From an optimization exercise on the open Yosys and OpenROAD flow, aimed at small area; shortcuts taken in it are not production practice. Only simulation tests tie the RTL to the original design; equivalence was not proved. The flow treats the clock pin as an ideal source, which a real chip does not have.

== beta ==
==> flow/design.v (excerpt) <==
module usb(
    input rst_n,
    input clk_48,
    input rx_j,
    input rx_se0,
    output tx_en,
    output tx_j,
    output tx_se0,
    input[6:0] usb_address,
    output usb_rst,
    output reg transaction_active,
    output reg[3:0] endpoint,
    output reg direction_in,
    output reg setup,
    input data_toggle,
    input[1:0] handshake,
    output reg[7:0] data_out,
    input[7:0] data_in,
    input data_in_valid,
    output reg data_strobe,
    output reg success
    );
Settings: LEC_CHECK=0, CAP_MARGIN=20, CORE_MARGIN=2, CORE_UTILIZATION=40, PLACE_DENSITY=0.6, SLEW_MARGIN=20; clock period 20.8 ns.
standard.sh (not shown) runs the stock make flow with config.mk's settings and CLKGATE_MAP_FILE= SYNTH_SCRIPT=/design/flow/synth_recipe.tcl, a recipe that flattens the netlist after the stock synthesis.
==> flow/flow/run.sh <==
#!/bin/bash
# The standard layout (standard.sh), with
#  - synthesis mapped by an area-oriented ABC script (flow/synth.tcl),
#  - one buf_1 per port instead of the default port buffer,
#  - a clock tree of clkbuf_8 without dummy loads, whose buffers are upsized
#    where the clock slew is high (flow/post_cts.tcl).
# Each tool's output goes to a log file in this folder.
set -euo pipefail
W=$(pwd)
export OWN_ABC_SCRIPT="$W/flow/abc_area.script"
export FLOW_SYNTH_TCL="$W/synth_recipe.tcl"
export BUFFER_PORTS_ARGS="-buffer_cell sky130_fd_sc_hd__buf_1"
export POST_CTS_TCL="$W/flow/post_cts.tcl"
export CTS_ARGS="-sink_clustering_enable -repair_clock_nets -dont_use_dummy_load -buf_list sky130_fd_sc_hd__clkbuf_8"
sed "s#SYNTH_SCRIPT=[^ ]*synth_recipe.tcl#SYNTH_SCRIPT=$W/flow/synth.tcl#" standard.sh > own_standard.sh
grep -q "SYNTH_SCRIPT=$W/flow/synth.tcl" own_standard.sh
bash own_standard.sh > standard.log 2>&1
Other scripts of this flow, unchanged in this note and not shown: flow/flow/abc_area.script, flow/flow/post_cts.tcl, flow/flow/synth.tcl
Modified inputs, alpha compared to beta
-- flow/design.v --
<<< beta, line 117
reg rx_crc_ok;
reg rx_byte_done;      
wire rx_byte_done2;
wire rx_first_bit;
reg[7:0] recv_queue_0;
reg[7:0] recv_queue_1;
>>> alpha, line 117
reg rx_crc_ok;
reg rx_byte_done;      
reg rx_byte_done2;     
reg rx_first_bit;      
reg[7:0] recv_queue_0;
reg[7:0] recv_queue_1;
<<< beta, line 134
    if (strobe) begin
        rx_byte_done <= rx_complete;
    end
end
>>> alpha, line 134
    if (strobe) begin
        rx_byte_done <= rx_complete;
        rx_byte_done2 <= rx_byte_done;
    end
end
<<< beta, line 186
                if (!se0) begin
                    if (rx_byte_done) begin
                    end else if (rx_byte_done2) begin
                        data_out <= { 6'b000001, rx_first_bit, d };
>>> alpha, line 187
                if (!se0) begin
                    if (rx_byte_done) begin
                        rx_first_bit <= d;
                    end else if (rx_byte_done2) begin
                        data_out <= { 6'b000001, rx_first_bit, d };
<<< beta, line 238
wire[8:0] tx_shift = { tx_mark, recv_queue_1 };
reg tx_crc_enabled;
assign rx_byte_done2 = tx_crc_enabled;
assign rx_first_bit = tx_mark;
wire dump_crc = tx_state == ts_crc1 || tx_state == ts_crc2;
wire txd = dump_crc? !crc[15]: recv_queue_1[0];
>>> alpha, line 240
wire[8:0] tx_shift = { tx_mark, recv_queue_1 };
reg tx_crc_enabled;
wire dump_crc = tx_state == ts_crc1 || tx_state == ts_crc2;
wire txd = dump_crc? !crc[15]: recv_queue_1[0];
<<< beta, line 285
end
always @(posedge clk_48) begin
    if (tx_strobe && tx_en) begin
        if (tx_shift_empty) begin
            tx_mark <= 1'b1;
            tx_crc_enabled <= tx_enable_crc16;
>>> alpha, line 285
end
always @(posedge clk_48) begin
    if (tx_strobe) begin
        if (!tx_en) begin
            tx_mark <= 1'b1;
            tx_crc_enabled <= 1'b0;
        end else if (tx_shift_empty) begin
            tx_mark <= 1'b1;
            tx_crc_enabled <= tx_enable_crc16;
<<< beta, line 292
            tx_mark <= 1'b0;
        end
    end else if (tx_strobe && tx_transmit) begin
        tx_mark <= 1'b1;
        tx_crc_enabled <= 1'b0;
    end else if (!tx_en && strobe) begin
        tx_crc_enabled <= rx_byte_done;
        if (rx_byte_done && rx_state == rs_data && !se0)
            tx_mark <= d;
    end
end
>>> alpha, line 295
            tx_mark <= 1'b0;
        end
    end
end
### Flow results
alpha ran to completion and came out clean on the timing, design-rule and antenna checks.
The run showing the greater placeable core area is alpha.
Between beta and alpha, the total track usage is higher for beta.
In alpha the met3 usage in global routing turned out 0.85 points higher than in beta.
In the flow results for beta and alpha, the register share of the cell area is smaller on beta.
In terms of leftover overflow at the end of global routing, alpha and beta differ only marginally.
Compared alpha against beta; initial cell density of the core within noise.
alpha vs beta: depth of the worst register-to-register path up
Going from beta to alpha, the worst hold slack was found to have gone up by 0.0047 ns.

port drivers added, routing unchanged:
How much do the figures lean on ideal ports? The routed layouts below were timed once more, with nothing changed but the port constraints.
Step 1 assumes that a clkbuf_16 drives the clock port and a buf_2 every other input.
Step 2, shift: input delay + t, output delay - t, t = (earliest + latest rising clock arrival at the registers) / 2. This alone moves slack from input paths to output paths.
a / b / c = no drivers / after step 1 / after step 2; a / b = the first two.
| run | shift t [ns] | setup slack, ns | worst hold slack (ns) | worst setup path at the end | cell pins on the clock port's net |
|---|---|---|---|---|---|
| beta | 0.418 | 11.565 / 11.540 / 11.540 | 0.356 / 0.356 / 0.356 | input to output | 1 |
| alpha | 0.427 | 11.600 / 11.576 / 11.576 | 0.360 / 0.360 / 0.360 | input to output | 1 |
After both steps setup and hold are still met in every run listed. For beta, which loses most, drivers alone change the setup slack by -0.025 ns; drivers and shift together by -0.025 ns.
